Background: an optimization exercise with open tools, aiming at small area, a short achievable clock period and few clock cycles. Do not read the settings as production practice.
Function was checked by simulation only, so behaviour that the tests miss may differ from the original.
No activity file was given, so power comes from the tool's default toggle rates.

## the baseline
==> flow/design.v (excerpt) <==
module mips54(
input clk,
input rst,
output [31:0] pc,
input [31:0] inst,
output [31:0] dmem_addr,
output dmem_we,
output [3:0] dmem_wstrb,
output [31:0] dmem_wdata,
input [31:0] dmem_rdata
);
==> flow/config.mk <==
export PLATFORM = sky130hd
export DESIGN_NAME = mips54
export DESIGN_NICKNAME = mips54
export VERILOG_FILES = /design/flow/design.v
export SDC_FILE = /design/flow/constraint.sdc
export NUM_CORES = 8
export LEC_CHECK = 0
export CAP_MARGIN = 20
export CORE_MARGIN = 2
export CORE_UTILIZATION = 40
export SLEW_MARGIN = 20
export SYNTH_HIERARCHICAL = 1
==> flow/constraint.sdc <==
create_clock -name core_clock -period 20.0 [get_ports {clk}]
set_input_delay 4.0000 -clock core_clock [delete_from_list [all_inputs] [get_ports {clk}]]
set_output_delay 4.0000 -clock core_clock [all_outputs]
set_load 0.01 [all_outputs]
standard.sh (not shown) runs the stock make flow with config.mk's settings and CLKGATE_MAP_FILE= SYNTH_SCRIPT=/design/flow/synth_recipe.tcl, a recipe that flattens the netlist after the stock synthesis.
==> flow/flow/run.sh <==
#!/bin/bash
set -euo pipefail
ARGS=(SETUP_SLACK_MARGIN=14.5 "BUFFER_PORTS_ARGS=-buffer_cell sky130_fd_sc_hd__buf_4"
      CORE_UTILIZATION=50 PLACE_DENSITY=0.68 CTS_CLUSTER_SIZE=25 CTS_CLUSTER_DIAMETER=60
      SKIP_GATE_CLONING=1)
bash standard.sh "${ARGS[@]}" finish > flow_make.log 2>&1
RPT=orfs/reports/sky130hd/mips54/base/6_finish.rpt
ANT=$(grep -hoE "ANT-0002\] Found [0-9]+ net violations" orfs/logs/sky130hd/mips54/base/5_2_route.log | tail -1 | grep -oE "[0-9]+ net" | grep -oE "[0-9]+" || echo 0)
if grep -qE "max (slew|cap) violation count [1-9]" "$RPT" || [ "${ANT:-0}" != "0" ]; then
  cp "$RPT" 6_finish_first.rpt
  rm -f orfs/results/sky130hd/mips54/base/5_* orfs/results/sky130hd/mips54/base/6_* out/final.def
  ARGS[0]=SETUP_SLACK_MARGIN=14.2
  bash standard.sh "${ARGS[@]}" finish > flow_make_retry.log 2>&1
fi
The baseline went all the way through the flow, and no timing, DRC or antenna check failed.
Testbench counts of the baseline, summed over its fixed seeds: cycles 113,788.
Edits applied to the flow inputs when going from the baseline to the candidate:
-- flow/flow/run.sh --
<<< the baseline, line 4
      CORE_UTILIZATION=50 PLACE_DENSITY=0.68 CTS_CLUSTER_SIZE=25 CTS_CLUSTER_DIAMETER=60
>>> the candidate, line 4
      CORE_UTILIZATION=45 PLACE_DENSITY=0.62 CTS_CLUSTER_SIZE=25 CTS_CLUSTER_DIAMETER=60
## What came out
The candidate against the baseline: fraction of area in multi-input gates shrank by 0.24 points, logic gate share of total power has increased, clock edge transition at the registers on the reported setup and hold paths flat, portion of the clock cycle consumed by the worst path in the final layout higher, arrival time reported for the critical path endpoint increased by 0.13 ns relative to the old numbers. Fraction of area in registers: the baseline and the candidate compared, higher one is the baseline. Taking the baseline as the reference point, the post-route standard cell area excluding fillers of the candidate rises by about 2%. Of the candidate and the baseline, it is the candidate that has the higher synthesis-to-layout area growth.


Another version of the RTL of mips54 (not shown whole).
Size in the first run: ~12,000 cells after synthesis, about 2,700 flip-flops, ~140,000 µm² of cells after synthesis.
==> flow/design.v (excerpt) <==
module mips54(
input clk,
input rst,
output [31:0] pc,
input [31:0] inst,
output [31:0] dmem_addr,
output dmem_we,
output [3:0] dmem_wstrb,
output [31:0] dmem_wdata,
input [31:0] dmem_rdata
);
clock: 20.0 ns
lec_check: 0
cap_margin: 20
core_margin: 2
core_utilization: 40
slew_margin: 20
synth_hierarchical: 1
==> flow/flow/run.sh <==
#!/bin/bash
set -euo pipefail
ARGS=(SETUP_SLACK_MARGIN=14.5 "BUFFER_PORTS_ARGS=-buffer_cell sky130_fd_sc_hd__buf_4"
      CORE_UTILIZATION=50 PLACE_DENSITY=0.68 CTS_CLUSTER_SIZE=25 CTS_CLUSTER_DIAMETER=60
      SKIP_GATE_CLONING=1)
bash standard.sh "${ARGS[@]}" finish > flow_make.log 2>&1
RPT=orfs/reports/sky130hd/mips54/base/6_finish.rpt
ANT=$(grep -hoE "ANT-0002\] Found [0-9]+ net violations" orfs/logs/sky130hd/mips54/base/5_2_route.log | tail -1 | grep -oE "[0-9]+ net" | grep -oE "[0-9]+" || echo 0)
if grep -qE "max (slew|cap) violation count [1-9]" "$RPT" || [ "${ANT:-0}" != "0" ]; then
  cp "$RPT" 6_finish_first.rpt
  rm -f orfs/results/sky130hd/mips54/base/5_* orfs/results/sky130hd/mips54/base/6_* out/final.def
  ARGS[0]=SETUP_SLACK_MARGIN=14.2
  bash standard.sh "${ARGS[@]}" finish > flow_make_retry.log 2>&1
fi
Testbench counts at the start, summed over its fixed seeds: cycles 113,788.
Change:
==> flow/flow/run.sh (replaced) <==
#!/bin/bash
set -euo pipefail
bash standard.sh SETUP_SLACK_MARGIN=14.8 "BUFFER_PORTS_ARGS=-buffer_cell sky130_fd_sc_hd__buf_4" \
  CORE_UTILIZATION=45 PLACE_DENSITY=0.62 CTS_CLUSTER_SIZE=25 CTS_CLUSTER_DIAMETER=60 \
  finish > flow_make.log 2>&1
Effect: Now the flow completed and failed the layout checks on max-slew violations. Register-to-register slack gets better by 300 ps. Clock-buffer cell count rises by 7. Sequential share of layout area fell by 1.7 points. Cell count rises by a few percent. Final area is higher by a few percent. Worst setup slack improves by 120 ps. Power climbs by a few percent. Synthesized cell count is unchanged. Utilization shrinks by 3.6 points. Die area rose by roughly a tenth. Global-route usage drops by 3.2 points.

## what the ideal ports hide
Ports are ideal in the flow. The routed layouts listed here were re-timed in OpenROAD. Step 1, drivers: a clkbuf_16 drives clk and a buf_2 each remaining input, both assumed. Step 2 moves the port delays by t, midway between the first and last clock arrival at a register: inputs arrive t later, outputs are due t later. That takes back most of the time a late clock gives input paths. Three values: no drivers, after step 1, after step 2; two values: the first two.
run | t (ns) | setup WS [ns] | worst setup path at the end | worst register clock-pin slew, ns | worst data-port slew with drivers (ns)
the baseline | 1.084 | 14.269 / 14.193 / 13.182 | input to register | 0.10 / 0.10 | 0.32
the candidate | 1.096 | 14.191 / 14.160 / 13.082 | input to register | 0.10 / 0.10 | 0.21
the first run of note 2 | 1.054 | 14.237 / 14.237 / 13.565 | input to register | 0.10 / 0.10 | 0.07
the second run of note 2 | 1.073 | 14.356 / 14.250 / 13.564 | input to register | 0.10 / 0.10 | 0.12
The setup slack of the candidate, which loses most, moves by -0.031 ns with the drivers and by -1.109 ns with both steps.
